What follows belongs to an exercise in optimizing a design on an open flow for small area, a short achievable clock period and few clock cycles; a production flow would make more cautious choices. RTL that was checked went through simulation tests only; none was proved equivalent to the original. For runs 1 and 3 to 6, only the layout was checked, not whether the RTL still works. Power figures rest on the tool's default switching activity, not on a simulated workload.

File: constraint.sdc
create_clock -name core_clock -period 6.5 [get_ports {clk}]
set_input_delay 1.3000 -clock core_clock [delete_from_list [all_inputs] [get_ports {clk}]]
set_output_delay 1.3000 -clock core_clock [all_outputs]
set_load 0.01 [all_outputs]
File: design.v
module clz_unit
    #(
        parameter WIDTH = 32
    )
    (
        input logic[WIDTH-1:0] clz_input,
        output logic[$clog2(WIDTH)-1:0] clz,
        output logic zero,
        output logic one_hot  
    );
    localparam TREE_WIDTH = 2**$clog2(WIDTH);
    localparam TREE_CLZ_WIDTH = $clog2(WIDTH)-1;
    localparam HALF_TREE_WIDTH = TREE_WIDTH/2;
    localparam WIDTH_DIFFERENCE = TREE_WIDTH - WIDTH;
    generate if (WIDTH == 2) begin : gen_base_case
            assign zero = ~(clz_input[1] | clz_input[0]);
            assign clz[0] = ~clz_input[1] & clz_input[0];
            assign one_hot = clz_input[1] ^ clz_input[0];
        end
        else begin : gen_recursive
            logic[TREE_WIDTH-1:0] padded_input;
            if (WIDTH_DIFFERENCE != 0)  
                assign padded_input = {clz_input, {WIDTH_DIFFERENCE{1'b0}}};
            else
                assign padded_input = clz_input;
            logic[TREE_CLZ_WIDTH-1:0] upper_clz;
            logic[TREE_CLZ_WIDTH-1:0] lower_clz;
            logic upper_zero;
            logic lower_zero;
            logic upper_one_hot;
            logic lower_one_hot;
            assign zero = upper_zero & lower_zero;
            assign one_hot = (upper_one_hot & lower_zero) | (upper_zero & lower_one_hot);
            assign clz[$clog2(WIDTH)-1] = upper_zero;
            clz_unit #(.WIDTH(HALF_TREE_WIDTH)) upper_tree (
                .clz_input(padded_input[TREE_WIDTH-1:HALF_TREE_WIDTH]),
                .clz(upper_clz),
                .zero(upper_zero),
                .one_hot(upper_one_hot)
            );
            clz_unit #(.WIDTH(HALF_TREE_WIDTH)) lower_tree (
                .clz_input(padded_input[HALF_TREE_WIDTH-1:0]),
                .clz(lower_clz),
                .zero(lower_zero),
                .one_hot(lower_one_hot)
            );
            for (genvar i = 0; i < TREE_CLZ_WIDTH; i++)  
                assign clz[i] = (~upper_zero & upper_clz[i]) | (upper_zero & lower_clz[i]);
        end
    endgenerate
endmodule
module div_core
    (
        input logic [31:0] remainder,
        input logic [31:0] divisor_e,
        input logic c,
        output logic [31:0] remainder_next,
        output logic [1:0] quotient_bits
    );
    logic [34:0] r;
    logic [34:0] e;
    logic [34:0] e2;
    logic [34:0] t1;
    logic [34:0] t2;
    logic [34:0] t3;
    logic [34:0] s3;
    logic [34:0] c3;
    assign r = {3'b0, remainder};
    assign e = {3'b111, divisor_e};
    assign e2 = {e[33:0], c};
    assign t1 = r + e + {34'b0, c};
    assign t2 = r + e2 + {34'b0, c};
    assign s3 = r ^ e ^ e2;
    assign c3 = {(r[33:0] & e[33:0]) | (r[33:0] & e2[33:0]) | (e[33:0] & e2[33:0]), c};
    assign t3 = s3 + c3 + {34'b0, c};
    logic fits1;
    logic fits2;
    logic fits3;
    logic [3:0] pick;
    assign fits1 = ~t1[34];
    assign fits2 = ~t2[34];
    assign fits3 = ~t3[34];
    assign pick = {fits3, fits2 & ~fits3, fits1 & ~fits2, ~fits1};
    assign quotient_bits = {fits2, fits3 | (fits1 & ~fits2)};
    assign remainder_next = (t3[31:0] & {32{pick[3]}}) | (t2[31:0] & {32{pick[2]}}) |
                            (t1[31:0] & {32{pick[1]}}) | (remainder & {32{pick[0]}});
endmodule
module div_unit
    (
        input logic clk,
        input logic rst,
        input logic init_clear,
        input logic instruction_issued_with_rd,
        input logic [4:0] issue_rd_addr,
        input logic [1:0] issue_fn3,
        input logic [4:0] issue_rs1_addr,
        input logic [4:0] issue_rs2_addr,
        input logic [31:0] rs1,
        input logic [31:0] rs2,
        input logic issue_new_request,
        input logic [3:0] issue_id,
        output logic issue_ready,
        input logic wb_ack,
        output logic wb_done,
        output logic [3:0] wb_id,
        output logic [31:0] wb_rd
    );
    localparam logic [2:0] IDLE = 3'd0;
    localparam logic [2:0] ALIGN = 3'd1;
    localparam logic [2:0] RUN = 3'd2;
    localparam logic [2:0] POW2 = 3'd3;
    localparam logic [2:0] POST = 3'd4;
    localparam logic [2:0] DONE = 3'd5;
    logic [2:0] state;
    logic [31:0] rem_r;      
    logic [31:0] div_r;      
    logic [31:0] quo_r;      
    logic [3:0] count;
    logic negate_dividend;
    logic negate_divisor;
    logic negate_quotient;
    logic remainder_op;
    logic [5:0] dividend_clz_r;
    logic [5:0] divisor_clz_r;
    logic divisor_neg_pow2;
    logic divisor_pow2;
    logic [4:0] prev_div_rs1_addr;
    logic [4:0] prev_div_rs2_addr;
    logic prev_div_signed;
    logic prev_div_result_valid;
    logic signed_divop;
    logic div_op_reuse;
    assign signed_divop = ~issue_fn3[0];
    always_ff @(posedge clk) begin
        if (issue_new_request) begin
            prev_div_rs1_addr <= issue_rs1_addr;
            prev_div_rs2_addr <= issue_rs2_addr;
            prev_div_signed <= signed_divop;
        end
    end
    assign div_op_reuse = {prev_div_result_valid, prev_div_signed, prev_div_rs1_addr, prev_div_rs2_addr} == {1'b1, signed_divop, issue_rs1_addr, issue_rs2_addr};
    always_ff @ (posedge clk) begin
        if (rst)
            prev_div_result_valid <= 0;
        else if (issue_new_request)
            prev_div_result_valid <= ~((issue_rd_addr == issue_rs1_addr) | (issue_rd_addr == issue_rs2_addr));
        else if ((instruction_issued_with_rd & ((issue_rd_addr == prev_div_rs1_addr) | (issue_rd_addr == prev_div_rs2_addr))) | init_clear)
            prev_div_result_valid <= 0;
    end
    logic neg_rs1;
    logic neg_rs2;
    logic [4:0] rs1_clz;
    logic [4:0] rs2_clz;
    logic rs1_clz_zero;
    logic rs2_clz_zero;
    logic rs2_one_hot;
    logic [5:0] dividend_clz;
    logic [5:0] divisor_clz;
    logic rs2_neg_pow2;
    logic rs2_pos_pow2;
    assign neg_rs1 = signed_divop & rs1[31];
    assign neg_rs2 = signed_divop & rs2[31];
    clz_unit #(.WIDTH(32)) rs1_clz_block (
        .clz_input(neg_rs1 ? {~rs1[30:0], 1'b1} : rs1),
        .clz(rs1_clz),
        .zero(rs1_clz_zero),
        .one_hot()
    );
    clz_unit #(.WIDTH(32)) rs2_clz_block (
        .clz_input(rs2 ^ {32{neg_rs2}}),
        .clz(rs2_clz),
        .zero(rs2_clz_zero),
        .one_hot(rs2_one_hot)
    );
    assign dividend_clz = {rs1_clz_zero, rs1_clz & {5{~rs1_clz_zero}}};
    assign divisor_clz = {rs2_clz_zero, rs2_clz & {5{~rs2_clz_zero}}};
    assign rs2_neg_pow2 = neg_rs2 & ~|(~rs2[31:1] & rs2[30:0]);
    assign rs2_pos_pow2 = ~neg_rs2 & rs2_one_hot;
    logic [6:0] clz_delta;
    logic divisor_zero;
    logic [4:0] divisor_log2;
    assign clz_delta = {1'b0, divisor_clz_r} - {1'b0, dividend_clz_r};
    assign divisor_zero = divisor_clz_r[5] & ~negate_divisor;
    assign divisor_log2 = ~divisor_clz_r[4:0] + {4'b0, divisor_neg_pow2};
    logic [31:0] rem_next;
    logic [1:0] quotient_bits;
    div_core divider_block (
        .remainder(rem_r),
        .divisor_e(div_r),
        .c(~negate_divisor),
        .remainder_next(rem_next),
        .quotient_bits(quotient_bits)
    );
    logic [31:0] rem_reversed;
    logic [31:0] shift_in;
    logic [31:0] shift_out;
    logic [31:0] shift_out_reversed;
    logic [4:0] shift_amount;
    logic [31:0] low_mask;
    always_comb begin
        for (int i = 0; i < 32; i++) begin
            rem_reversed[i] = rem_r[31-i];
            shift_out_reversed[i] = shift_out[31-i];
        end
    end
    assign shift_in = divisor_pow2 ? rem_reversed : div_r;
    assign shift_amount = divisor_pow2 ? divisor_log2 : {clz_delta[4:1], 1'b0}; 
    assign shift_out = shift_in << shift_amount;
    assign low_mask = ~(32'hffffffff << divisor_log2);
    logic start;
    logic quotient_zero;
    logic post_needed;
    logic wb_done_r;
    logic pow2_now;
    assign issue_ready = (state == IDLE) | wb_ack;
    assign start = issue_new_request & ~div_op_reuse;
    assign quotient_zero = divisor_zero | clz_delta[6];
    assign wb_done = wb_done_r | (state == ALIGN & quotient_zero);
    assign post_needed = negate_dividend | negate_quotient;
    assign pow2_now = (state == ALIGN & divisor_pow2 & ~negate_dividend) | (state == POW2);
    always_ff @ (posedge clk) begin
        if (rst) begin
            state <= IDLE;
            wb_done_r <= 0;
        end
        else if (issue_new_request) begin
            state <= div_op_reuse ? DONE : ALIGN;
            wb_done_r <= div_op_reuse;
        end
        else begin
            case (state)
                ALIGN : begin
                    if (quotient_zero) begin
                        state <= wb_ack ? IDLE : DONE;
                        wb_done_r <= ~wb_ack;
                    end
                    else if (divisor_pow2 & ~negate_dividend) begin
                        state <= post_needed ? POST : DONE;
                        wb_done_r <= ~post_needed;
                    end
                    else
                        state <= divisor_pow2 ? POW2 : RUN;
                end
                RUN : begin
                    if (count == 0) begin
                        state <= post_needed ? POST : DONE;
                        wb_done_r <= ~post_needed;
                    end
                end
                POW2 : state <= POST;
                POST : begin
                    state <= DONE;
                    wb_done_r <= 1;
                end
                DONE : begin
                    if (wb_ack) begin
                        state <= IDLE;
                        wb_done_r <= 0;
                    end
                end
                default : state <= IDLE;
            endcase
        end
    end
    always_ff @ (posedge clk) begin
        if (issue_new_request) begin
            wb_id <= issue_id;
            remainder_op <= issue_fn3[1];
        end
        if (start) begin
            negate_dividend <= neg_rs1;
            negate_divisor <= neg_rs2;
            negate_quotient <= neg_rs1 ^ neg_rs2;
            dividend_clz_r <= dividend_clz;
            divisor_clz_r <= divisor_clz;
            divisor_neg_pow2 <= rs2_neg_pow2;
            divisor_pow2 <= rs2_neg_pow2 | rs2_pos_pow2;
        end
    end
    logic [31:0] rem_negated;
    logic [31:0] rem_update;
    logic rem_take_mask;
    logic rem_take_negated;
    logic rem_take_next;
    logic rem_take_hold;
    assign rem_negated = -rem_r;
    assign rem_take_mask = pow2_now;
    assign rem_take_negated = (state == ALIGN & ~divisor_pow2 & negate_dividend & ~quotient_zero) |
                              (state == ALIGN & divisor_pow2 & negate_dividend & ~quotient_zero) |
                              (state == POST & negate_dividend);
    assign rem_take_next = (state == RUN);
    assign rem_take_hold = ~(rem_take_mask | rem_take_negated | rem_take_next);
    assign rem_update = (rem_r & low_mask & {32{rem_take_mask}}) |
                        (rem_negated & {32{rem_take_negated}}) |
                        (rem_next & {32{rem_take_next}}) |
                        (rem_r & {32{rem_take_hold}});
    always_ff @ (posedge clk) begin
        if (start)
            rem_r <= rs1;
        else
            rem_r <= rem_update;
    end
    always_ff @ (posedge clk) begin
        if (start)
            div_r <= rs2;
        else if (state == ALIGN)
            div_r <= shift_out ^ {32{~negate_divisor}};
        else if (state == RUN)
            div_r <= {2'b11, div_r[31:2]};
    end
    always_ff @ (posedge clk) begin
        if (start)
            quo_r <= {32{~|rs2}};
        else if (pow2_now)
            quo_r <= shift_out_reversed;
        else if (state == RUN)
            quo_r <= {quo_r[29:0], quotient_bits};
        else if (state == POST & negate_quotient)
            quo_r <= -quo_r;
    end
    always_ff @ (posedge clk) begin
        if (state == ALIGN)
            count <= clz_delta[4:1];
        else if (state == RUN)
            count <= count - 1;
    end
    assign wb_rd = remainder_op ? rem_r : quo_r;
endmodule
File: run.sh
#!/bin/bash
# synth_recipe.tcl (not shown) runs the flow's synth.tcl, then flattens the netlist and writes it again
# the make line also repeats each setting of config.mk as NAME=value (left out here)
make -C /OpenROAD-flow-scripts/flow DESIGN_CONFIG=/design/flow/config.mk WORK_HOME=/design/flow/orfs CLKGATE_MAP_FILE= SYNTH_SCRIPT=/design/flow/synth_recipe.tcl finish
File: config.mk
export PLATFORM = sky130hd
export DESIGN_NAME = div_unit
export DESIGN_NICKNAME = div_unit
export VERILOG_FILES = /design/flow/design.v
export SDC_FILE = /design/flow/constraint.sdc
export NUM_CORES = 4
export LEC_CHECK = 0
export CAP_MARGIN = 20
export CORE_MARGIN = 2
export CORE_UTILIZATION = 40
export SETUP_SLACK_MARGIN = 2.0
export SLEW_MARGIN = 20
export TNS_END_PERCENT = 0
==> flow_metrics.env, run 1 <==
export IMPL_run_status="finished clean"
export IMPL_cts_tree="yes"
export IMPL_synth_nets=2873
export IMPL_fmax_ghz=0.216
export IMPL_reg2reg_depth=13
export IMPL_n_fill_cell=5045
export IMPL_regToRegStartpoint="rem_r[1]"
export IMPL_cts_hold_buf=0
export IMPL_drc=0
export IMPL_grt_max_degree=74
export IMPL_grt_pass1_wl_mm=136
export IMPL_die_width_um=228
export IMPL_seq_area_frac_synth=0.188
export IMPL_synth_top_area_cell="edfxtp_1"
export IMPL_antenna_found_initial=3
export IMPL_crit_path_end_kind="register"
export IMPL_crit_arrival_ns=4.84
export IMPL_r2r_setup_slack_ns=1.89
export IMPL_fp_coreArea_mm2=0.0499
export IMPL_grt_total_usage=0.348
export IMPL_grt_setup_unrepaired="true"
export IMPL_drt_wirelength_per_cell_um=27.9
export IMPL_start_util=0.402
export IMPL_required_ns=6.71
export IMPL_cts_sinks=138
export IMPL_via_per_inst=6.64
export IMPL_die_h_um=228
export IMPL_postLayoutCellArea_mm2=0.0230
export IMPL_vias=22254
export IMPL_dp_hpwl_mm=72.4
export IMPL_path_buf_inv=4
export IMPL_crit_fanout=15
export IMPL_power_frac_clock=0.113
export IMPL_ys_types=94
export IMPL_clk_latency_ns=0.47
export IMPL_hold_path_class="reg2reg"
export IMPL_cpPeakStageDelay_ns=0.70
export IMPL_final_cell_mix="247 x nor2_1, 237 x nand2_1, 225 x a21oi_1, 170 x o21ai_0, 128 x clkdlybuf4s50_1"
export IMPL_synth_area_top_cells="edfxtp_1 15%, ha_1 7.9%, a21oi_1 5.6%"
export IMPL_holdPathStages=2
export IMPL_netlist_area_mm2=0.0201
export IMPL_drv_slew=0
export IMPL_cpMaxStageDelayCell="clkdlybuf4s50_1"
export IMPL_fin_tns_setup_ns=0
export IMPL_finalHoldViolations=0
export IMPL_period_needed_ns=4.62
export IMPL_comb_power_share=0.722
export IMPL_drtIter0Drc=3179
export IMPL_grt_ovfl_total=0
export IMPL_timing_final_crit_share=0.711
export IMPL_yosysWarnings=1
export IMPL_p_seq_frac=0.165
export IMPL_root_buffer="clkbuf_16"
export IMPL_hold_path_end="wb_done_r"
export IMPL_area_growth_pct=14.5
export IMPL_async_flop_share=0
export IMPL_worst_slack_ns=1.88
export IMPL_routabilityCongestion=1.07
export IMPL_avgSynthCellArea_um2=7.66
export IMPL_cts_buffers=17
export IMPL_setup_viol=0
export IMPL_grt_pass1_vias=20853
export IMPL_synth_cells=2620
export IMPL_layout_drive_gt1_share=0.0921
export IMPL_nets=2921
export IMPL_cp_top_family="simple AND/OR/NAND/NOR gates"
export IMPL_r2r_end="rem_r[7]"
export IMPL_io_buffers=128
export IMPL_die_area_mm2=0.0520
export IMPL_placedCellCount=3312
export IMPL_maxSlewHeadroom=0.274
export IMPL_start_kind="input port"
export IMPL_skew_ns=0.0132
export IMPL_synth_seq_cells=138
export IMPL_holdWs_ns=0.526
export IMPL_htreeDepth=4
export IMPL_ant_nets=0
export IMPL_internal_power_mw=4.17
export IMPL_ys_flop_type="edfxtp_1"
export IMPL_synth_edf_count=101
export IMPL_ir_drop_v=0.000206
export IMPL_fin_util=0.461
export IMPL_hp_start="wb_done_r"
export IMPL_fin_cells=3354
export IMPL_maxCapViolations=0
export IMPL_power_density_mw_per_mm2=400
export IMPL_routed_wl_mm=93.4
export IMPL_p_total_mw=9.18
export IMPL_first_pass_iters=6
export IMPL_place_area_mm2=0.0220
export IMPL_path_clk_slew_ns=0.07
export IMPL_p_leak_nw=8.61
export IMPL_worstSetupPathType="in2reg"
export IMPL_rows=82
export IMPL_worst_slew_pin_slew_ns=1.08
export IMPL_p_sw_frac=0.546
export IMPL_post_place_ws_ns=1.20
export IMPL_io_pins=129
export IMPL_final_common_cell="nor2_1"
export IMPL_cts_path_max_buffers=2
export IMPL_p_sw_mw=5.01
export IMPL_synth_top_area_frac=0.151
export IMPL_worstPathCellList="clkdlybuf4s50_1 -> inv_1 -> nand2_1 -> clkinvlp_4 -> nor3_1 -> a21oi_1 -> nor4_1 -> inv_1 -> nor2_1 -> nor3_1 -> or2_2 -> a31oi_1 -> nor2_1"
## flip-flops by register name (all words and copies together) (netlist names), 4 cells and up
name               count
count                  4
div_r                 32
dividend_clz_r         6
divisor_clz_r          6
prev_div_rs1_addr      5
prev_div_rs2_addr      5
quo_r                 32
rem_r                 32
wb_id                  4
## power groups by stage
stage	combinational [mW]	sequential (mW)	clock (mW)
6_report	6.62	1.51	1.04
5_1_grt	7.04	1.51	1.08
4_1_cts	6.25	1.48	1.05
3_5_place_dp	6.08	1.50	0
3_3_place_gp	6.06	1.50	0
2_1_floorplan	4.21	1.28	0
## cells in the mapped netlist (11+ instances only)
| master | n |
|---|---|
| nor2_1 | 249 |
| nand2_1 | 237 |
| a21oi_1 | 226 |
| o21ai_0 | 172 |
| xnor2_1 | 127 |
| ha_1 | 126 |
| clkbuf_1 | 122 |
| edfxtp_1 | 101 |
| inv_1 | 84 |
| xor2_1 | 74 |
| mux2i_1 | 69 |
| nor3_1 | 69 |
| nand3_1 | 63 |
| mux2_2 | 58 |
| a31oi_1 | 56 |
| a21o_1 | 52 |
| a211oi_1 | 49 |
| o22ai_1 | 42 |
| dfxtp_1 | 37 |
| fa_1 | 36 |
| nand2b_1 | 32 |
| nand4_1 | 32 |
| o211ai_1 | 31 |
| or3_1 | 31 |
| nor4_1 | 28 |
| a221oi_1 | 24 |
| buf_1 | 24 |
| and3_1 | 21 |
| o31ai_1 | 21 |
| and2_1 | 20 |
| o21a_1 | 20 |
| or2_2 | 20 |
| nor2b_1 | 19 |
| a22oi_1 | 17 |
| o21bai_1 | 14 |
| or4_1 | 12 |
| a211o_1 | 11 |
## layout make-up
type / instances / area [um2] / area share
repair buffers: 188 / 1770 / 0.0770
inverters: 85 / 324 / 0.0141
clock inverters: 15 / 180 / 0.00785
well taps: 672 / 841 / 0.0366
clock buffers: 17 / 425 / 0.0185
repair inverters: 1 / 5.00 / 0.000218
diodes: 1 / 2.50 / 0.000109
flip-flops and latches: 138 / 3780 / 0.164
multi-input cells: 2237 / 15600 / 0.681
## how the worst max path moves through the flow
| stage | cells after the start | slack, ns | end | from |
|---|---|---|---|---|
| detailed placement | 14 | 1.20 | rem_r[26] | div_r[0] |
| finish | 13 | 1.88 | dividend_clz_r[1] | issue_fn3[0] |
| global route | 18 | 1.74 | rem_r[10] | rem_r[0] |
| global placement | 14 | 1.39 | rem_r[26] | div_r[0] |
| floorplan | 17 | 2.12 | rem_r[23] | negate_divisor |
| CTS | 14 | 1.89 | rem_r[28] | rem_r[1] |
## metal layers
metal | global-route usage | vias to the layer above | routed length, um
li1 | - | 9927 | -
met1 | 0.439 | 10605 | 36500
met2 | 0.530 | 1358 | 40100
met3 | 0.0793 | 362 | 9340
met4 | 0.232 | 2 | 7440
met5 | 0 | - | 13
## worst reg2reg max path: stages, from the launching register on
cell      delay, ns
dfxtp_1        0.60
fa_1           0.55
fa_1           0.48
a21o_1         0.21
a221oi_1       0.41
o21ai_1        0.28
o311ai_1       0.35
buf_4          0.22
a21o_1         0.18
o22a_1         0.17
buf_4          0.33
o22ai_1        0.22
a211oi_1       0.31
o21ai_0        0.14
## kinds of logic after synthesis
family                   Yosys count  share of synthesized area
AO/OA/AOI/OAI                    868                      0.284
XOR/XNOR                         201                     0.0877
adder cells (fa/ha/maj)          162                      0.114
buffers and inverters            245                     0.0475
flip-flops                       138                      0.188
multiplexers                     127                     0.0670
AND/OR/NAND/NOR                  879                      0.212
## timing repair
action                                  CTS  global route
endpoints found under the setup margin   34            47
cloned                                    0             1
hold endpoints to repair                  0             0
pin swaps                                 1             7
buffers inserted                          3             5
gates resized for setup                  32            25
==> inputs of run 2 (changes only) <==
--- a/design.v
+++ b/design.v
@@ -69,9 +69,9 @@
     assign e = {3'b111, divisor_e};
     assign e2 = {e[33:0], c};
-    assign t1 = r + e + {34'b0, c};
-    assign t2 = r + e2 + {34'b0, c};
     assign s3 = r ^ e ^ e2;
     assign c3 = {(r[33:0] & e[33:0]) | (r[33:0] & e2[33:0]) | (e[33:0] & e2[33:0]), c};
-    assign t3 = s3 + c3 + {34'b0, c};
+    div_add add1 (.a(r), .b(e), .cin(c), .sum(t1));
+    div_add add2 (.a(r), .b(e2), .cin(c), .sum(t2));
+    div_add add3 (.a(s3), .b(c3), .cin(c), .sum(t3));
     logic fits1;
     logic fits2;
@@ -86,4 +86,49 @@
                             (t1[31:0] & {32{pick[1]}}) | (remainder & {32{pick[0]}});
 endmodule
+module div_add
+    (
+        input logic [34:0] a,
+        input logic [34:0] b,
+        input logic cin,
+        output logic [34:0] sum
+    );
+    localparam N = 35;
+    logic [N-1:0] g0;
+    logic [N-1:0] p0;
+    logic [N-1:0] g;
+    logic [N-1:0] p;
+    logic [N-1:0] gn;
+    logic [N-1:0] pn;
+    logic [N-1:0] carry;
+    always_comb begin
+        g0 = a & b;
+        p0 = a ^ b;
+        g0[0] = g0[0] | (p0[0] & cin);
+        g = g0;
+        p = p0;
+        for (int i = 1; i < N; i += 2) begin
+            g[i] = g0[i] | (p0[i] & g0[i-1]);
+            p[i] = p0[i] & p0[i-1];
+        end
+        for (int d = 2; d < N; d *= 2) begin
+            gn = g;
+            pn = p;
+            for (int i = 1; i < N; i += 2) begin
+                if (i - d >= 1) begin
+                    gn[i] = g[i] | (p[i] & g[i-d]);
+                    pn[i] = p[i] & p[i-d];
+                end
+            end
+            g = gn;
+            p = pn;
+        end
+        carry = g;
+        for (int i = 2; i < N; i += 2)
+            carry[i] = g0[i] | (p0[i] & g[i-1]);
+        sum[0] = p0[0] ^ cin;
+        for (int i = 1; i < N; i++)
+            sum[i] = p0[i] ^ carry[i-1];
+    end
+endmodule
 module div_unit
     (
--- a/config.mk
+++ b/config.mk
@@ -11,3 +11,2 @@
 export SETUP_SLACK_MARGIN = 2.0
 export SLEW_MARGIN = 20
-export TNS_END_PERCENT = 0
==> run 2 against run 1 <==
Against the previous run: combinational power fell by 19%; flip-flop and latch count is the same; area after synthesis shrank 7.7%; sequential share of layout area grew 1.4 points; first-iteration DRC count fell by 30%; clock skew grew 0.0050 ns; global-route usage shrank 3.4 points; die area fell by 7.6%; final cell count decreased by 13%; maximum frequency is 6.1% higher; largest power group unchanged.
==> flow_metrics.env, run 2 <==
export IMPL_run_status="finished clean"
export IMPL_period_needed_ns=4.36
export IMPL_hold_path_class="reg2reg"
export IMPL_vias=18894
export IMPL_start_util=0.406
export IMPL_fin_tns_setup_ns=0
export IMPL_drt_wirelength_per_cell_um=26.0
export IMPL_maxSlewHeadroom=0.285
export IMPL_async_flop_share=0
export IMPL_worst_slew_pin_slew_ns=1.07
export IMPL_start_kind="register"
export IMPL_dp_hpwl_mm=58.2
export IMPL_yosysMostFrequentCell="a21oi_1"
export IMPL_synth_compound_area_share=0.256
export IMPL_grt_ovfl_total=0
export IMPL_drtIter0Drc=2215
export IMPL_nets=2604
export IMPL_avgSynthCellArea_um2=8.23
export IMPL_largestRegisters="div_r: 32 flops, quo_r: 32 flops, rem_r: 32 flops"
export IMPL_first_pass_iters=6
export IMPL_die_area_mm2=0.0480
export IMPL_rows=78
export IMPL_synth_area_top_cells="edfxtp_1 16%, fa_1 8.9%, ha_1 8.0%"
export IMPL_ir_drop_v=0.000242
export IMPL_finalHoldViolations=0
export IMPL_netlist_area_mm2=0.0185
export IMPL_area_growth_pct=14.5
export IMPL_timing_final_crit_share=0.671
export IMPL_cts_sinks=138
export IMPL_worst_slack_ns=2.14
export IMPL_io_pins=129
export IMPL_via_per_inst=6.46
export IMPL_cts_buffers=17
export IMPL_synth_top_area_cell="edfxtp_1"
export IMPL_skew_ns=0.0182
export IMPL_path_clk_slew_ns=0.07
export IMPL_synth_nets=2542
export IMPL_ys_types=88
export IMPL_synth_commonest_cells="197 x a21oi_1, 187 x nand2_1, 160 x o21ai_0"
export IMPL_synthAdderAreaFrac=0.169
export IMPL_grt_max_degree=107
export IMPL_final_common_cell="a21oi_1"
export IMPL_fmax_ghz=0.229
export IMPL_ys_flop_type="edfxtp_1"
export IMPL_yosysWarnings=2
export IMPL_p_total_mw=8.07
export IMPL_grt_total_usage=0.314
export IMPL_synth_top_area_frac=0.164
export IMPL_crit_path_end_kind="register"
export IMPL_p_leak_nw=8.16
export IMPL_required_ns=6.85
export IMPL_ant_nets=0
export IMPL_synth_edf_count=101
export IMPL_final_cell_mix="193 x a21oi_1, 185 x nand2_1, 156 x o21ai_0, 153 x nor2_1, 128 x clkdlybuf4s50_1"
export IMPL_htreeDepth=4
export IMPL_crit_arrival_ns=4.71
export IMPL_seq_area_frac_synth=0.204
export IMPL_die_h_um=219
export IMPL_power_density_mw_per_mm2=381
export IMPL_crit_fanout=12
export IMPL_synth_top_family_by_area="compound AO/OA/AOI/OAI gates"
export IMPL_holdWs_ns=0.605
export IMPL_fp_coreArea_mm2=0.0456
export IMPL_synthMuxAreaShare=0.0891
export IMPL_grt_setup_unrepaired="true"
export IMPL_grt_pass1_vias=18212
export IMPL_synth_xor_area_frac=0.0610
export IMPL_drc=0
export IMPL_clk_latency_ns=0.46
export IMPL_routabilityCongestion=0.998
export IMPL_root_buffer="clkbuf_16"
export IMPL_cts_hold_buf=0
export IMPL_die_width_um=219
export IMPL_worstSetupPathType="reg2reg"
export IMPL_synth_cells=2250
export IMPL_setup_viol=0
export IMPL_post_place_ws_ns=1.48
export IMPL_antenna_found_initial=4
export IMPL_fin_util=0.465
export IMPL_synth_simple_gate_area_frac=0.167
export IMPL_maxCapViolations=0
export IMPL_grt_pass1_wl_mm=113
export IMPL_io_buffers=128
export IMPL_drv_slew=0
export IMPL_synth_seq_cells=138
export IMPL_routed_wl_mm=76.1
export IMPL_layout_drive_gt1_share=0.0908
export IMPL_cts_path_max_buffers=2
export IMPL_cts_tree="yes"
-- run 2: changes by cell type after synthesis, sizes merged, moves of 20 or more --
cell	before	now
a21oi	227	197
nor2	249	156
a21o	52	28
mux2	58	78
fa	36	82
inv	85	120
clkbuf	123	85
xor2	74	42
xnor2	127	87
nand2	239	187
-- run 2: path summary, 6_finish.rpt --
check / cells after the start / from / end / slack [ns]
max: 12 / div_r[26] / rem_r[11] / 2.14
min: 1 / count[0] / count[0] / 0.60
max reg2reg: 12 / div_r[26] / rem_r[11] / 2.14
min reg2reg: 1 / count[0] / count[0] / 0.60
-- run 2: cell type report --
class	instances	area, um2
Antenna cell	1	2.50
Timing Repair Buffer	174	1660
Multi-Input combinational cell	1859	13900
Inverter	121	460
Fill cell	4516	24400
Sequential cell	138	3780
Clock inverter	12	163
Tap cell	600	751
Clock buffer	20	447
Timing Repair inverter	1	5.00
-- run 2: repair_timing --
action                                  in CTS  in global routing
setup buffers                                2                  4
gates resized for setup                      9                 26
pin swaps                                    1                  2
endpoints found under the setup margin      22                 32
cloned                                       0                  1
-- run 2: cell families after synthesis --
logic type / Yosys count
AND/OR/NAND/NOR: 636
multiplexers: 155
AO/OA/AOI/OAI: 738
adder cells (fa/ha/maj): 201
XOR/XNOR: 129
buffers and inverters: 253
flip-flops: 138
-- run 2: through the flow --
stage	area [um2]	cells
final	21200	2926
after global routing	21200	2925
after CTS	21100	2920
after detailed placement	20400	2886
after global placement	20400	2886
after floorplan	18500	2250
-- run 2: critical path, cell delays in order (launching register included) --
cell and delay [ns]:
edfxtp_1 0.77, fa_1 0.52, ha_1 0.34, a21oi_1 0.15
nor2b_1 0.06, o21ai_0 0.15, nand2b_1 0.11, a32oi_1 0.54
buf_4 0.36, nand2_1 0.41, buf_4 0.36, mux2i_1 0.14
o32a_1 0.34
-- run 2: routing by layer --
layer  routed length [um]  track usage  vias to the layer above
met2                33100        0.481                     1037
met4                 4280        0.164                        4
met3                 7450       0.0588                      212
met1                31300        0.421                     9114
met5                   27            0                        -
li1                     -            -                     8527
-- run 2: power by group --
group / switching (mW) / internal, mW
registers: 0.542 / 1.12
logic: 3.10 / 2.26
clock network: 0.437 / 0.617
Testbench counts of run 2, summed over its fixed seeds: cycles 36,528.
==> inputs of run 3 (changes only) <==
--- a/design.v
+++ b/design.v
@@ -207,5 +207,5 @@
     assign neg_rs2 = signed_divop & rs2[31];
     clz_unit #(.WIDTH(32)) rs1_clz_block (
-        .clz_input(neg_rs1 ? {~rs1[30:0], 1'b1} : rs1),
+        .clz_input(rs1[31] ? {~rs1[30:0], 1'b1} : rs1),
         .clz(rs1_clz),
         .zero(rs1_clz_zero),
@@ -213,13 +213,13 @@
     );
     clz_unit #(.WIDTH(32)) rs2_clz_block (
-        .clz_input(rs2 ^ {32{neg_rs2}}),
+        .clz_input(rs2 ^ {32{rs2[31]}}),
         .clz(rs2_clz),
         .zero(rs2_clz_zero),
         .one_hot(rs2_one_hot)
     );
-    assign dividend_clz = {rs1_clz_zero, rs1_clz & {5{~rs1_clz_zero}}};
-    assign divisor_clz = {rs2_clz_zero, rs2_clz & {5{~rs2_clz_zero}}};
+    assign dividend_clz = (rs1[31] & ~signed_divop) ? 6'd0 : {rs1_clz_zero, rs1_clz & {5{~rs1_clz_zero}}};
+    assign divisor_clz = (rs2[31] & ~signed_divop) ? 6'd0 : {rs2_clz_zero, rs2_clz & {5{~rs2_clz_zero}}};
     assign rs2_neg_pow2 = neg_rs2 & ~|(~rs2[31:1] & rs2[30:0]);
-    assign rs2_pos_pow2 = ~neg_rs2 & rs2_one_hot;
+    assign rs2_pos_pow2 = ~neg_rs2 & (rs2[31] ? ~|rs2[30:0] : rs2_one_hot);
     logic [6:0] clz_delta;
     logic divisor_zero;
==> run 3 against run 2 <==
Against the previous run: final cell count fell by 1.1%; combinational power fell by 32%; flip-flop and latch count did not move; area after synthesis fell by 2.6%; sequential power fell by 16%; total power fell by 25%; critical path type unchanged; critical endpoint is now rem_r[8]; largest power group unchanged.
==> flow_metrics.env, run 3 <==
export IMPL_grt_setup_unrepaired="false"
export IMPL_period_needed_ns=4.41
export IMPL_crit_arrival_ns=4.75
export IMPL_setup_viol=0
export IMPL_maxCapViolations=0
export IMPL_hold_path_class="reg2reg"
export IMPL_worst_slew_pin_slew_ns=1.25
export IMPL_skew_ns=0.0113
export IMPL_die_area_mm2=0.0468
export IMPL_synth_area_top_cells="edfxtp_1 17%, fa_1 9.1%, ha_1 8.3%"
export IMPL_ant_nets=0
export IMPL_dp_hpwl_mm=56.2
export IMPL_drtIter0Drc=2267
export IMPL_synth_top_area_cell="edfxtp_1"
export IMPL_io_buffers=128
export IMPL_crit_path_end_kind="register"
export IMPL_ir_drop_v=0.000200
export IMPL_fmax_ghz=0.227
export IMPL_yosysWarnings=2
export IMPL_placedCellCount=2838
export IMPL_area_growth_pct=15.5
export IMPL_path_clk_slew_ns=0.06
export IMPL_cts_tree="yes"
export IMPL_die_h_um=216
export IMPL_routed_wl_mm=73.4
export IMPL_n_antenna_cell=0
export IMPL_yosysMostFrequentCell="nor2_1"
export IMPL_synth_edf_count=101
export IMPL_grt_pass1_vias=17968
export IMPL_synth_top_area_frac=0.168
export IMPL_routabilityCongestion=1.00
export IMPL_run_status="finished clean"
export IMPL_clk_latency_ns=0.47
export IMPL_ys_types=77
export IMPL_fin_cells=2894
export IMPL_crit_fanout=19
export IMPL_largestRegisters="div_r: 32 flops, quo_r: 32 flops, rem_r: 32 flops"
export IMPL_required_ns=6.84
export IMPL_io_pins=129
export IMPL_post_place_ws_ns=1.61
export IMPL_p_leak_nw=8.20
export IMPL_fin_tns_setup_ns=0
export IMPL_finalHoldViolations=0
export IMPL_rows=77
export IMPL_vias=18458
export IMPL_power_density_mw_per_mm2=291
export IMPL_worst_slack_ns=2.09
export IMPL_n_fill_cell=4343
export IMPL_layout_drive_gt1_share=0.0899
export IMPL_synth_cells=2200
export IMPL_antenna_found_initial=2
export IMPL_ys_flop_type="edfxtp_1"
export IMPL_cts_buffers=17
export IMPL_netlist_area_mm2=0.0180
export IMPL_fin_util=0.470
export IMPL_p_total_mw=6.06
export IMPL_synth_seq_cells=138
export IMPL_grt_max_degree=91
export IMPL_via_per_inst=6.38
export IMPL_start_util=0.407
export IMPL_drc=0
export IMPL_cts_path_max_buffers=2
export IMPL_start_kind="register"
export IMPL_async_flop_share=0
export IMPL_htreeDepth=4
export IMPL_synth_nets=2492
export IMPL_synth_commonest_cells="184 x nor2_1, 169 x nand2_1, 166 x a21oi_1"
export IMPL_grt_total_usage=0.311
export IMPL_die_width_um=216
export IMPL_root_buffer="clkbuf_16"
export IMPL_avgSynthCellArea_um2=8.19
export IMPL_nets=2581
export IMPL_drv_slew=0
export IMPL_grt_pass1_wl_mm=110
export IMPL_drt_wirelength_per_cell_um=25.4
export IMPL_final_cell_mix="183 x nor2_1, 168 x nand2_1, 164 x a21oi_1, 152 x o21ai_0, 128 x clkdlybuf4s50_1"
export IMPL_grt_ovfl_total=0
export IMPL_first_pass_iters=8
export IMPL_maxSlewHeadroom=0.159
export IMPL_seq_area_frac_synth=0.209
export IMPL_timing_final_crit_share=0.678
export IMPL_final_common_cell="nor2_1"
export IMPL_cts_sinks=138
export IMPL_worstSetupPathType="reg2reg"
export IMPL_fp_coreArea_mm2=0.0443
[run 3: cell count changes after synthesis, sizes merged, moves of 14 or more]
cell / change
mux2: -14
a21oi: -31
a221oi: +16
o211ai: -14
clkbuf: +21
nand2b: -22
nand2: -18
nand3: +29
nor2: +28
buf: -26
[run 3: worst paths after layout]
check,startpoint,end,slack [ns],cells after the start
max,rem_r[15],rem_r[8],2.09,14
min,prev_div_result_valid,prev_div_result_valid,0.52,2
max reg2reg,rem_r[15],rem_r[8],2.09,14
min reg2reg,prev_div_result_valid,prev_div_result_valid,0.52,2
[run 3: logic make-up (layout without fill, tap and decap cells)]
| logic type | Yosys count | after routing | synth area share |
|---|---|---|---|
| and+or+nand+nor | 662 | 662 | 0.176 |
| xor gates and xnor gates | 130 | 130 | 0.0632 |
| DFF | 138 | 138 | 0.209 |
| adders and majority gates | 201 | 201 | 0.174 |
| buffers and inverters | 257 | 359 | 0.0548 |
| AOI/OAI and AO/OA | 668 | 668 | 0.239 |
| muxes | 144 | 144 | 0.0844 |
[run 3: final cells by class]
cell class,count,area (um2),area share
Inverter,130,494,0.0237
Timing Repair Buffer,197,1840,0.0883
Multi-Input combinational cell,1805,13400,0.643
Sequential cell,138,3780,0.182
Clock inverter,10,119,0.00571
Tap cell,592,741,0.0356
Clock buffer,22,464,0.0223
[run 3: per-layer routing]
layer / up-vias / global-route usage / share of wire
met5: - / 0 / 0.00018
met4: 2 / 0.154 / 0.049
met3: 205 / 0.0524 / 0.088
met2: 978 / 0.497 / 0.45
met1: 8904 / 0.407 / 0.41
li1: 8369 / - / -
[run 3: power by group]
part | switching [mW] | internal [mW] | total (mW)
registers | 0.312 | 1.09 | 1.40
clock network | 0.423 | 0.585 | 1.01
logic | 2.13 | 1.53 | 3.66
total | 2.86 | 3.20 | 6.06
[run 3: stage by stage]
step | hold slack [ns] | cell area, um2
detailed placement | 0.514 | 19900
global placement | 0.496 | 19900
finish | 0.518 | 20800
CTS | 0.521 | 20600
floorplan | 0.459 | 18000
global route | 0.538 | 20800
[run 3: repair_timing]
action,CTS,global route
hold buffers,0,0
setup endpoints to repair,28,26
pin swaps,0,2
setup buffers,4,20
gates resized for setup,7,21
gates cloned,0,0
[run 3: critical path, cell delays in order, from the launching register on]
cell,delay [ns]
dfxtp_1,0.71
fa_1,0.53
ha_1,0.37
and4_1,0.22
and3_1,0.22
nand3_1,0.17
a21oi_1,0.37
nor3_1,0.12
buf_4,0.19
o22ai_1,0.15
buf_4,0.34
nor2_1,0.11
buf_4,0.23
a32o_1,0.27
o32a_1,0.28
==> inputs of run 4 (changes only) <==
--- a/design.v
+++ b/design.v
@@ -170,4 +170,19 @@
     logic divisor_neg_pow2;
     logic divisor_pow2;
+    function automatic logic [31:0] negate(input logic [31:0] x);
+        logic [31:0] lower_or;
+        logic [31:0] next_or;
+        lower_or = x;
+        for (int l = 0; l < 5; l++) begin
+            next_or = lower_or;
+            for (int i = 0; i < 32; i++)
+                if ((i >> l) & 1)
+                    next_or[i] = lower_or[i] | lower_or[((i >> l) << l) - 1];
+            lower_or = next_or;
+        end
+        negate[0] = x[0];
+        for (int i = 1; i < 32; i++)
+            negate[i] = x[i] ^ lower_or[i-1];
+    endfunction
     logic [4:0] prev_div_rs1_addr;
     logic [4:0] prev_div_rs2_addr;
@@ -329,5 +344,5 @@
     logic rem_take_next;
     logic rem_take_hold;
-    assign rem_negated = -rem_r;
+    assign rem_negated = negate(rem_r);
     assign rem_take_mask = pow2_now;
     assign rem_take_negated = (state == ALIGN & ~divisor_pow2 & negate_dividend & ~quotient_zero) |
@@ -362,5 +377,5 @@
             quo_r <= {quo_r[29:0], quotient_bits};
         else if (state == POST & negate_quotient)
-            quo_r <= -quo_r;
+            quo_r <= negate(quo_r);
     end
     always_ff @ (posedge clk) begin
==> run 4 against run 3 <==
Against the previous run: sequential power down 4%; final cell count down 0.38%; total power fell by 2.9%; setup slack worse by 0.038 ns; count of clock-buffer cells in the layout fell by 5; final area grew 0.40%; synthesized cell count shrank 1.3%; maximum frequency down 0.85%; global-route usage rose by 2.6 points; via count up 0.87%; hold slack better by 0.071 ns; first-iteration DRC count fell by 14%; critical path type unchanged; largest cell class unchanged.
==> flow_metrics.env, run 4 <==
export IMPL_fin_cells=2883
export IMPL_antenna_found_initial=1
export IMPL_p_seq_frac=0.230
export IMPL_synth_top_area_cell="edfxtp_1"
export IMPL_p_sw_mw=2.79
export IMPL_n_antenna_cell=0
export IMPL_fmax_ghz=0.225
export IMPL_via_per_inst=6.46
export IMPL_grt_pass1_vias=18117
export IMPL_setup_viol=0
export IMPL_synth_commonest_cells="212 x o21ai_0, 189 x nand2_1, 167 x nor2_1"
export IMPL_avgSynthCellArea_um2=8.19
export IMPL_finalHoldViolations=0
export IMPL_async_flop_share=0
export IMPL_multi_input_comb_area_mm2=0.0133
export IMPL_crit_end="rem_r[24]"
export IMPL_placedCellCount=2819
export IMPL_fin_tns_setup_ns=0
export IMPL_worst_slew_pin_slew_ns=1.12
export IMPL_die_area_mm2=0.0462
export IMPL_htreeDepth=4
export IMPL_grt_ovfl_total=0
export IMPL_crit_path_end_kind="register"
export IMPL_cpPeakStageDelay_ns=0.46
export IMPL_ys_types=81
export IMPL_synth_seq_cells=138
export IMPL_drtIter0Drc=1941
export IMPL_drv_slew=0
export IMPL_cts_sinks=138
export IMPL_fp_coreArea_mm2=0.0440
export IMPL_die_h_um=215
export IMPL_grt_setup_unrepaired="true"
export IMPL_grt_max_degree=74
export IMPL_cpMaxStageDelayCell="fa_1"
export IMPL_power_density_mw_per_mm2=282
export IMPL_synth_area_top_cells="edfxtp_1 17%, fa_1 9.2%, ha_1 8.9%"
export IMPL_reg2reg_depth=17
export IMPL_skew_ns=0.0141
export IMPL_regToRegStartpoint="negate_divisor"
export IMPL_ant_nets=0
export IMPL_ir_drop_v=0.000189
export IMPL_crit_arrival_ns=4.80
export IMPL_hold_path_class="reg2reg"
export IMPL_clk_latency_ns=0.47
export IMPL_io_buffers=128
export IMPL_dp_hpwl_mm=60.8
export IMPL_synth_edf_count=101
export IMPL_final_common_cell="o21ai_0"
export IMPL_synth_top_area_frac=0.170
export IMPL_grt_total_usage=0.337
export IMPL_routabilityCongestion=1.02
export IMPL_yosysMostFrequentCell="o21ai_0"
export IMPL_r2r_setup_slack_ns=2.05
export IMPL_maxSlewHeadroom=0.251
export IMPL_drt_wirelength_per_cell_um=27.5
export IMPL_final_cell_mix="207 x o21ai_0, 188 x nand2_1, 165 x nor2_1, 152 x a21oi_1, 128 x clkdlybuf4s50_1"
export IMPL_comb_power_share=0.580
export IMPL_register_area_mm2=0.00380
export IMPL_maxCapViolations=0
export IMPL_start_util=0.404
export IMPL_synth_nets=2472
export IMPL_cts_buffers=17
export IMPL_cts_tree="yes"
export IMPL_run_status="finished clean"
export IMPL_n_fill_cell=4407
export IMPL_path_clk_slew_ns=0.07
export IMPL_worstPathCellList="buf_12 -> inv_8 -> fa_1 -> inv_1 -> fa_1 -> inv_1 -> a31oi_2 -> o211a_1 -> nor3_2 -> nor3_2 -> o21ai_1 -> inv_1 -> o21ai_0 -> fa_1 -> a22oi_1 -> o221ai_1 -> o32a_1"
export IMPL_internal_power_mw=3.10
export IMPL_p_leak_nw=8.38
export IMPL_required_ns=6.85
export IMPL_cts_path_max_buffers=2
export IMPL_worstSetupPathType="reg2reg"
export IMPL_first_pass_iters=6
export IMPL_r2r_end="rem_r[24]"
export IMPL_root_buffer="clkbuf_16"
export IMPL_p_sw_frac=0.474
export IMPL_ys_flop_type="edfxtp_1"
export IMPL_rows=77
export IMPL_seq_area_frac_synth=0.212
export IMPL_crit_fanout=29
export IMPL_cts_hold_buf=0
export IMPL_netlist_area_mm2=0.0178
export IMPL_drc=0
export IMPL_layout_drive_gt1_share=0.0960
export IMPL_yosysWarnings=2
export IMPL_period_needed_ns=4.45
export IMPL_cp_startpoint="negate_divisor"
export IMPL_vias=18619
export IMPL_io_pins=129
export IMPL_nets=2578
export IMPL_die_width_um=215
export IMPL_grt_pass1_wl_mm=116
export IMPL_largestRegisters="div_r: 32 flops, quo_r: 32 flops, rem_r: 32 flops"
export IMPL_synth_cells=2172
export IMPL_routed_wl_mm=79.2
export IMPL_timing_final_crit_share=0.684
export IMPL_start_kind="register"
export IMPL_area_growth_pct=17.5
export IMPL_power_frac_clock=0.190
## run 4: changes by cell type after synthesis, moves of 12 or more
cell	before	now
nor2_1	184	167
nand2_1	169	189
or3_1	30	16
xor2_1	49	65
o21ai_0	159	212
mux2_2	64	45
nand3_1	88	68
xnor2_1	81	56
a221oi_1	31	43
## run 4: timing repair
action | in CTS | in global routing
resized for setup | 23 | 27
setup buffers | 3 | 29
pin swaps | 2 | 8
endpoints found under the hold margin | 0 | 0
setup endpoints to repair | 34 | 43
## run 4: worst max-delay path: cells and delay by family (launching register included)
| family | cells | cell delay (ns) |
|---|---|---|
| fa+ha+maj | 3 | 1.06 |
| compound gates | 7 | 1.79 |
| simple gates | 2 | 0.45 |
| flops | 1 | 0.42 |
| buf+inv | 5 | 0.61 |
## run 4: cell families after synthesis
logic type	Yosys count	synth area share
flip-flops	138	0.212
adder cells (fa/ha/maj)	209	0.182
XOR/XNOR	121	0.0596
buffers and inverters	246	0.0525
multiplexers	120	0.0707
AND/OR/NAND/NOR	639	0.172
AO/OA/AOI/OAI	699	0.252
## run 4: metal layers
metal,up-vias,GRT usage,part of all wire
li1,8295,-,-
met4,0,0.187,0.057
met1,9129,0.439,0.41
met5,-,0,0
met2,985,0.528,0.45
met3,210,0.0616,0.084
## run 4: worst min path at each step
| stage | startpoint | end | cells past startpoint |
|---|---|---|---|
| 4_1_cts | wb_done_r | wb_done_r | 2 |
| 6_report | wb_done_r | wb_done_r | 2 |
| 3_5_place_dp | wb_done_r | wb_done_r | 2 |
| 5_1_grt | prev_div_result_valid | prev_div_result_valid | 3 |
| 2_1_floorplan | wb_done_r | wb_done_r | 2 |
| 3_3_place_gp | wb_done_r | wb_done_r | 2 |
## run 4: area by class of cell
| cell class | instances | share of cell area |
|---|---|---|
| flip-flops and latches | 138 | 0.182 |
| clock inverters | 15 | 0.0101 |
| clock buffers | 17 | 0.0204 |
| well taps | 592 | 0.0354 |
| multi-input cells | 1788 | 0.635 |
| inverters | 129 | 0.0235 |
| repair buffers | 204 | 0.0940 |
## run 4: power by group through the flow
| stage | Sequential [mW] | Combinational [mW] | Clock [mW] |
|---|---|---|---|
| after floorplan | 1.24 | 2.13 | 0 |
| after global placement | 1.40 | 3.13 | 0 |
| after detailed placement | 1.40 | 3.17 | 0 |
| after CTS | 1.38 | 3.23 | 1.12 |
| after global routing | 1.36 | 3.71 | 1.16 |
| final | 1.35 | 3.42 | 1.12 |
## run 4: stage by stage
stage	hold WS, ns	utilization	total power [mW]	worst slack, ns	cell area (um2)
2_1_floorplan	0.519	-	3.37	2.09	17800
3_3_place_gp	0.564	0.449	4.53	1.44	19800
3_5_place_dp	0.578	0.449	4.56	1.45	19800
4_1_cts	0.593	0.465	5.73	2.00	20500
5_1_grt	0.651	0.475	6.23	1.86	20900
6_report	0.590	0.475	5.89	2.05	20900
==> inputs of run 5 (changes only) <==
--- a/design.v
+++ b/design.v
@@ -77,12 +77,13 @@
     logic fits2;
     logic fits3;
-    logic [3:0] pick;
+    logic [31:0] fit_1_or_hold;
+    logic [31:0] fit_below_3;
     assign fits1 = ~t1[34];
     assign fits2 = ~t2[34];
     assign fits3 = ~t3[34];
-    assign pick = {fits3, fits2 & ~fits3, fits1 & ~fits2, ~fits1};
     assign quotient_bits = {fits2, fits3 | (fits1 & ~fits2)};
-    assign remainder_next = (t3[31:0] & {32{pick[3]}}) | (t2[31:0] & {32{pick[2]}}) |
-                            (t1[31:0] & {32{pick[1]}}) | (remainder & {32{pick[0]}});
+    assign fit_1_or_hold = (t1[31:0] & {32{fits1}}) | (remainder & {32{~fits1}});
+    assign fit_below_3 = fits2 ? t2[31:0] : fit_1_or_hold;
+    assign remainder_next = fits3 ? t3[31:0] : fit_below_3;
 endmodule
 module div_add
==> run 5 against run 4 <==
Against the previous run: utilization down 0.84 points; setup slack worse by 0.022 ns; final area up 0.80%; synthesized cell count up 0.97%; combinational power up 7.0%; highest routed layer unchanged; sequential power up 4%; register-to-register slack worse by 0.02 ns; clock power down 5%; still clean; critical path depth down 2; largest power group unchanged; flip-flop and latch count unchanged; total power up 4.1%; die area up 2.4%.
==> flow_metrics.env, run 5 <==
export IMPL_drtIter0Drc=1973
export IMPL_drc=0
export IMPL_synth_top_area_frac=0.166
export IMPL_run_status="finished clean"
export IMPL_cp_top_family="compound AO/OA/AOI/OAI gates"
export IMPL_synth_top_area_cell="edfxtp_1"
export IMPL_worst_slack_ns=2.03
export IMPL_final_cell_mix="178 x a21oi_1, 171 x nor2_1, 154 x nand2_1, 143 x inv_1, 128 x clkdlybuf4s50_1"
export IMPL_cpMaxStageDelayCell="dfxtp_1"
export IMPL_hold_path_class="reg2reg"
export IMPL_r2r_end="rem_r[30]"
export IMPL_regToRegStartpoint="rem_r[17]"
export IMPL_path_depth=15
export IMPL_grt_setup_unrepaired="true"
export IMPL_grt_total_usage=0.310
export IMPL_avgSynthCellArea_um2=8.31
export IMPL_worstPathCellList="ha_1 -> and4_1 -> a21oi_1 -> nand4b_1 -> nor3_2 -> buf_4 -> nor4b_1 -> nand2b_1 -> a21o_1 -> a21o_1 -> a221o_1 -> fa_1 -> mux2i_1 -> a2111oi_2 -> o22a_1"
export IMPL_largestRegisters="div_r: 32 flops, quo_r: 32 flops, rem_r: 32 flops"
export IMPL_grt_pass1_vias=17505
export IMPL_via_per_inst=6.33
export IMPL_async_flop_share=0
export IMPL_crit_arrival_ns=4.89
export IMPL_finalHoldViolations=0
export IMPL_yosysWarnings=2
export IMPL_post_place_ws_ns=1.59
export IMPL_io_buffers=128
export IMPL_cts_tree="yes"
export IMPL_nets=2580
export IMPL_ir_drop_v=0.000180
export IMPL_netlist_area_mm2=0.0182
export IMPL_seq_area_frac_synth=0.207
export IMPL_final_common_cell="a21oi_1"
export IMPL_power_density_mw_per_mm2=291
export IMPL_p_leak_nw=8.50
export IMPL_skew_ns=0.0158
export IMPL_die_area_mm2=0.0473
export IMPL_crit_fanout=10
export IMPL_crit_top_cell="a21o_1"
export IMPL_worst_slew_pin_slew_ns=1.18
export IMPL_r2r_setup_slack_ns=2.03
export IMPL_reg2reg_depth=15
export IMPL_io_pins=129
export IMPL_cpPeakStageDelay_ns=0.79
export IMPL_area_growth_pct=15.5
export IMPL_synth_cells=2193
export IMPL_timing_final_crit_share=0.688
export IMPL_cts_sinks=138
export IMPL_root_buffer="clkbuf_16"
export IMPL_period_needed_ns=4.47
export IMPL_ys_flop_type="edfxtp_1"
export IMPL_first_pass_iters=6
export IMPL_die_width_um=217
export IMPL_start_kind="register"
export IMPL_synth_seq_cells=138
export IMPL_crit_path_end_kind="register"
export IMPL_crit_end="rem_r[30]"
export IMPL_cts_buffers=17
export IMPL_grt_pass1_wl_mm=110
export IMPL_antenna_found_initial=1
export IMPL_placedCellCount=2844
export IMPL_routabilityCongestion=0.959
export IMPL_vias=18329
export IMPL_fin_cells=2896
export IMPL_start_util=0.403
export IMPL_synth_commonest_cells="178 x a21oi_1, 174 x nor2_1, 156 x nand2_1"
export IMPL_yosysMostFrequentCell="a21oi_1"
export IMPL_synth_edf_count=101
export IMPL_synth_nets=2493
export IMPL_required_ns=6.92
export IMPL_drv_slew=0
export IMPL_ant_nets=0
export IMPL_cts_path_max_buffers=2
export IMPL_dp_hpwl_mm=56.5
export IMPL_rows=78
export IMPL_maxCapViolations=0
export IMPL_fmax_ghz=0.224
export IMPL_die_h_um=217
export IMPL_path_clk_slew_ns=0.07
export IMPL_fin_tns_setup_ns=0
export IMPL_layout_drive_gt1_share=0.0903
export IMPL_routed_wl_mm=74.2
export IMPL_cp_startpoint="rem_r[17]"
export IMPL_path_buf_inv=1
export IMPL_holdWs_ns=0.497
export IMPL_grt_max_degree=82
export IMPL_clk_latency_ns=0.48
export IMPL_worstSetupPathType="reg2reg"
export IMPL_ys_types=84
export IMPL_p_total_mw=6.13
export IMPL_synth_area_top_cells="edfxtp_1 17%, fa_1 9.0%, ha_1 8.7%"
export IMPL_fp_coreArea_mm2=0.0452
export IMPL_maxSlewHeadroom=0.200
export IMPL_htreeDepth=4
export IMPL_drt_wirelength_per_cell_um=25.6
export IMPL_grt_ovfl_total=0
export IMPL_setup_viol=0
run 5: cell types whose count changed after synthesis, moves of 32 or more:
cell | before | now
o21ai_0 | 212 | 100
o21ai_1 | 3 | 58
mux2i_1 | 75 | 112
nand2_1 | 189 | 156
xnor2_1 | 56 | 88
run 5: how the worst min path moves through the flow:
stage / cells past startpoint / from / end / slack, ns
detailed placement: 2 / prev_div_result_valid / prev_div_result_valid / 0.48
floorplan: 2 / prev_div_result_valid / prev_div_result_valid / 0.46
global placement: 2 / prev_div_result_valid / prev_div_result_valid / 0.48
finish: 2 / prev_div_result_valid / prev_div_result_valid / 0.50
global route: 2 / prev_div_result_valid / prev_div_result_valid / 0.51
CTS: 2 / prev_div_result_valid / prev_div_result_valid / 0.49
run 5: cell type report:
class	instances	area, um2
Antenna cell	3	7.51
Clock inverter	14	171
Multi-Input combinational cell	1788	13600
Fill cell	4432	24100
Inverter	148	563
Timing Repair Buffer	187	1750
Sequential cell	138	3790
Tap cell	600	751
Clock buffer	18	429
run 5: cell families after synthesis:
logic type / count (synthesis) / share of synthesized area
XOR/XNOR: 131 / 0.0629
AO/OA/AOI/OAI: 656 / 0.231
adder cells (fa/ha/maj): 209 / 0.177
flip-flops: 138 / 0.207
AND/OR/NAND/NOR: 605 / 0.158
buffers and inverters: 267 / 0.0554
multiplexers: 187 / 0.108
run 5: layer usage:
| layer | part of all wire | track usage |
|---|---|---|
| met1 | 0.42 | 0.412 |
| met2 | 0.45 | 0.489 |
| met4 | 0.045 | 0.140 |
| met5 | 0 | 0 |
| met3 | 0.088 | 0.0569 |
run 5: tightest hold or removal path, cell delays in order (launching register included):
cell	delay, ns
dfxtp_1	0.31
nand4b_1	0.08
a21oi_1	0.06
run 5: per-stage QoR:
step / util / area, um2
6_report: 0.466 / 21100
5_1_grt: 0.466 / 21100
4_1_cts: 0.462 / 20900
3_5_place_dp: 0.447 / 20200
3_3_place_gp: 0.447 / 20200
2_1_floorplan: - / 18200
run 5: report_power, final:
group / internal (mW) / switching [mW] / leakage (nW)
logic: 1.51 / 2.15 / 6.89
clock network: 0.604 / 0.459 / 0.287
registers: 1.08 / 0.326 / 1.32
total: 3.20 / 2.94 / 8.50
run 5: repair_timing:
item                                   4_1_cts  5_1_grt
setup buffers                                5       12
resized for setup                           10       28
endpoints found under the hold margin        0        0
hold buffers                                 0        0
pin swaps                                    1        3
setup endpoints to repair                   34       30
==> inputs of run 6 (changes only) <==
--- a/design.v
+++ b/design.v
@@ -362,11 +362,19 @@
             rem_r <= rem_update;
     end
+    logic [31:0] div_update;
+    logic div_take_aligned;
+    logic div_take_shifted;
+    logic div_take_hold;
+    assign div_take_aligned = (state == ALIGN);
+    assign div_take_shifted = (state == RUN);
+    assign div_take_hold = ~(div_take_aligned | div_take_shifted);
+    assign div_update = ((shift_out ^ {32{~negate_divisor}}) & {32{div_take_aligned}}) |
+                        ({2'b11, div_r[31:2]} & {32{div_take_shifted}}) |
+                        (div_r & {32{div_take_hold}});
     always_ff @ (posedge clk) begin
         if (start)
             div_r <= rs2;
-        else if (state == ALIGN)
-            div_r <= shift_out ^ {32{~negate_divisor}};
-        else if (state == RUN)
-            div_r <= {2'b11, div_r[31:2]};
+        else
+            div_r <= div_update;
     end
     always_ff @ (posedge clk) begin
--- a/config.mk
+++ b/config.mk
@@ -9,4 +9,4 @@
 export CORE_MARGIN = 2
 export CORE_UTILIZATION = 40
-export SETUP_SLACK_MARGIN = 2.0
+export SETUP_SLACK_MARGIN = 2.4
 export SLEW_MARGIN = 20
==> run 6 against run 5 <==
Against the previous run: register-to-register slack better by 0.07 ns; sequential power is 4% lower; clock skew is 0.0037 ns lower; final cell count is 0.66% higher; count of clock-buffer cells in the layout is 1 higher; synthesized cell count is 0.64% higher; die area is 0.12% higher; global-route usage is 1.3 points higher; non-clock buffer count is 16 higher; via count is 3.3% higher; largest power group unchanged.
==> flow_metrics.env, run 6 <==
export IMPL_path_clk_slew_ns=0.07
export IMPL_drtIter0Drc=2177
export IMPL_fmax_ghz=0.227
export IMPL_yosysWarnings=2
export IMPL_hold_path_class="reg2reg"
export IMPL_p_sw_frac=0.490
export IMPL_finalHoldViolations=0
export IMPL_reg2reg_depth=17
export IMPL_layout_drive_gt1_share=0.138
export IMPL_cts_path_max_buffers=2
export IMPL_grt_total_usage=0.322
export IMPL_vias=18933
export IMPL_clk_latency_ns=0.47
export IMPL_async_flop_share=0
export IMPL_cts_tree="yes"
export IMPL_synth_cells=2207
export IMPL_power_frac_clock=0.161
export IMPL_io_pins=129
export IMPL_start_kind="register"
export IMPL_final_cell_mix="171 x a21oi_1, 149 x nor2_1, 142 x o21ai_0, 135 x nand2_1, 130 x inv_1"
export IMPL_crit_fanout=3
export IMPL_netlist_area_mm2=0.0183
export IMPL_worst_slack_ns=2.10
export IMPL_required_ns=6.89
export IMPL_postLayoutCellArea_mm2=0.0216
export IMPL_grt_ovfl_total=0
export IMPL_routed_wl_mm=77.5
export IMPL_first_pass_iters=8
export IMPL_cts_hold_buf=0
export IMPL_rows=78
export IMPL_synth_edf_count=69
export IMPL_nets=2602
export IMPL_crit_arrival_ns=4.79
export IMPL_timing_final_crit_share=0.677
export IMPL_p_sw_mw=3.19
export IMPL_place_area_mm2=0.0202
export IMPL_seq_area_frac_synth=0.189
export IMPL_ys_flop_type="edfxtp_1"
export IMPL_synth_area_top_cells="edfxtp_1 11%, fa_1 9.0%, ha_1 8.7%"
export IMPL_p_leak_nw=8.52
export IMPL_die_area_mm2=0.0474
export IMPL_root_buffer="clkbuf_16"
export IMPL_synth_top_area_frac=0.114
export IMPL_ys_types=84
export IMPL_maxSlewHeadroom=0.157
export IMPL_post_place_ws_ns=1.65
export IMPL_io_buffers=128
export IMPL_grt_pass1_wl_mm=115
export IMPL_synth_seq_cells=138
export IMPL_holdPathStages=2
export IMPL_via_per_inst=6.50
export IMPL_setup_viol=0
export IMPL_crit_path_end_kind="register"
export IMPL_fin_tns_setup_ns=0
export IMPL_worstSetupPathType="reg2reg"
export IMPL_period_needed_ns=4.40
export IMPL_synth_nets=2507
export IMPL_p_seq_frac=0.208
export IMPL_dp_hpwl_mm=59.6
export IMPL_synth_commonest_cells="175 x a21oi_1, 152 x nor2_1, 152 x o21ai_0"
export IMPL_ant_nets=0
export IMPL_ir_drop_v=0.000176
export IMPL_fp_coreArea_mm2=0.0452
export IMPL_power_density_mw_per_mm2=301
export IMPL_grt_setup_unrepaired="true"
export IMPL_n_antenna_cell=0
export IMPL_synth_top_area_cell="edfxtp_1"
export IMPL_cts_sinks=138
export IMPL_drt_wirelength_per_cell_um=26.6
export IMPL_drc=0
export IMPL_grt_max_degree=69
export IMPL_comb_power_share=0.631
export IMPL_avgSynthCellArea_um2=8.27
export IMPL_start_util=0.404
export IMPL_drv_slew=0
export IMPL_cts_buffers=17
export IMPL_internal_power_mw=3.32
export IMPL_area_growth_pct=18.3
export IMPL_holdWs_ns=0.560
export IMPL_maxCapViolations=0
export IMPL_die_h_um=218
export IMPL_antenna_found_initial=1
export IMPL_die_width_um=218
export IMPL_yosysMostFrequentCell="a21oi_1"
export IMPL_final_common_cell="a21oi_1"
export IMPL_p_total_mw=6.51
export IMPL_routabilityCongestion=1.05
export IMPL_worst_slew_pin_slew_ns=1.25
export IMPL_largestRegisters="div_r: 32 flops, quo_r: 32 flops, rem_r: 32 flops"
export IMPL_grt_pass1_vias=18029
export IMPL_run_status="finished clean"
export IMPL_htreeDepth=4
export IMPL_skew_ns=0.0122
-- run 6: changes by cell type after synthesis, sizes merged, moves of 11 or more --
cell,previous run,this run
xor2,43,54
xnor2,88,75
mux2i,112,95
and3,20,8
o31ai,10,21
nand3,62,78
nand2,156,137
clkbuf,98,111
nor2,174,152
inv,146,134
dfxtp,37,69
edfxtp,101,69
-- run 6: worst max-delay path, stage by stage (launching register included) --
cell       delay [ns]
edfxtp_1         0.45
inv_8            0.05
fa_2             0.39
fa_2             0.41
a211oi_2         0.25
o21bai_2         0.12
o41a_1           0.38
o211a_1          0.25
or3_4            0.33
a21o_1           0.16
a21o_1           0.18
a21boi_2         0.19
o21ai_2          0.08
fa_2             0.35
xnor2_2          0.16
a2111oi_4        0.32
o31ai_2          0.10
a31oi_1          0.15
-- run 6: layer usage --
metal / global-route usage / share of wire / vias up
met3: 0.0545 / 0.094 / 180
met4: 0.147 / 0.043 / 2
met1: 0.439 / 0.42 / 9226
met2: 0.498 / 0.44 / 1055
met5: 0 / 0.00015 / -
li1: - / - / 8470
-- run 6: cells by family (layout without fill, tap and decap cells) --
family	count (synthesis)	after routing	share of synthesized area
AOI/OAI and AO/OA	718	718	0.261
xor gates and xnor gates	129	129	0.0619
and+or+nand+nor	571	571	0.152
muxes	179	179	0.104
DFF	138	138	0.189
adders and majority gates	209	209	0.177
buffers and inverters	263	371	0.0544
-- run 6: final cells by class --
type	instances	area, um2
Clock buffer	19	443
Clock inverter	13	144
Fill cell	4358	23600
Inverter	136	520
Multi-Input combinational cell	1806	14300
Sequential cell	138	3490
Tap cell	600	751
Timing Repair Buffer	203	1920
-- run 6: power groups by stage --
stage	clock [mW]	sequential, mW	combinational (mW)
finish	1.05	1.35	4.10
global route	1.08	1.36	4.39
CTS	1.04	1.34	3.86
detailed placement	0	1.35	3.68
global placement	0	1.35	3.66
floorplan	0	1.20	2.44
-- run 6: final timing paths --
| kind | from | to | slack [ns] |
|---|---|---|---|
| max | negate_divisor | rem_r[25] | 2.10 |
| min | wb_done_r | wb_done_r | 0.56 |
| max reg2reg | negate_divisor | rem_r[25] | 2.10 |
| min reg2reg | wb_done_r | wb_done_r | 0.56 |
-- run 6: stage by stage --
stage / utilization / instances
after global routing: 0.478 / 2915
after CTS: 0.470 / 2906
final: 0.478 / 2915
after detailed placement: 0.448 / 2850
after floorplan: - / 2207
after global placement: 0.448 / 2850
-- run 6: repair_timing --
item,4_1_cts,5_1_grt
endpoints found under the setup margin,51,46
setup buffers,24,8
pin swaps,28,37
gates cloned,0,1
gates resized for setup,71,63

-- afterwards: timing with drivers on the ports --
How much do the figures lean on ideal ports? The routed layouts below were timed once more, with nothing changed but the port constraints.
Step 1 (the two cells are an assumption about what drives the block):
set clk [get_ports {clk}]
set_driving_cell -lib_cell sky130_fd_sc_hd__clkbuf_16 $clk
set_driving_cell -lib_cell sky130_fd_sc_hd__buf_2 [delete_from_list [all_inputs] $clk]
Step 2 adds t to the input delays and takes it off the output delays; t is the mean of the earliest and latest rising clock arrival at the registers after step 1. Input paths then give back, and output paths get back, about the clock's delay inside the block.
Slacks: no drivers / after step 1 / after step 2; pairs: no drivers / after step 1.
| run | t (ns) | slack for setup (ns) | worst setup path at the end | worst data-port slew with drivers (ns) |
|---|---|---|---|---|
| run 1 | 0.518 | 1.876 / 1.890 / 1.384 | input to register | 0.05 |
| run 2 | 0.508 | 2.141 / 2.141 / 1.738 | input to register | 0.06 |
| run 3 | 0.513 | 2.090 / 2.090 / 1.856 | input to register | 0.06 |
| run 4 | 0.519 | 2.053 / 2.053 / 1.818 | input to register | 0.06 |
| run 5 | 0.522 | 2.031 / 2.031 / 1.670 | input to register | 0.05 |
| run 6 | 0.518 | 2.101 / 2.101 / 2.099 | input to register | 0.05 |
After both steps every run listed still meets setup and hold. For run 1, which loses most, drivers alone change the setup slack by +0.014 ns; drivers and shift together by -0.492 ns.
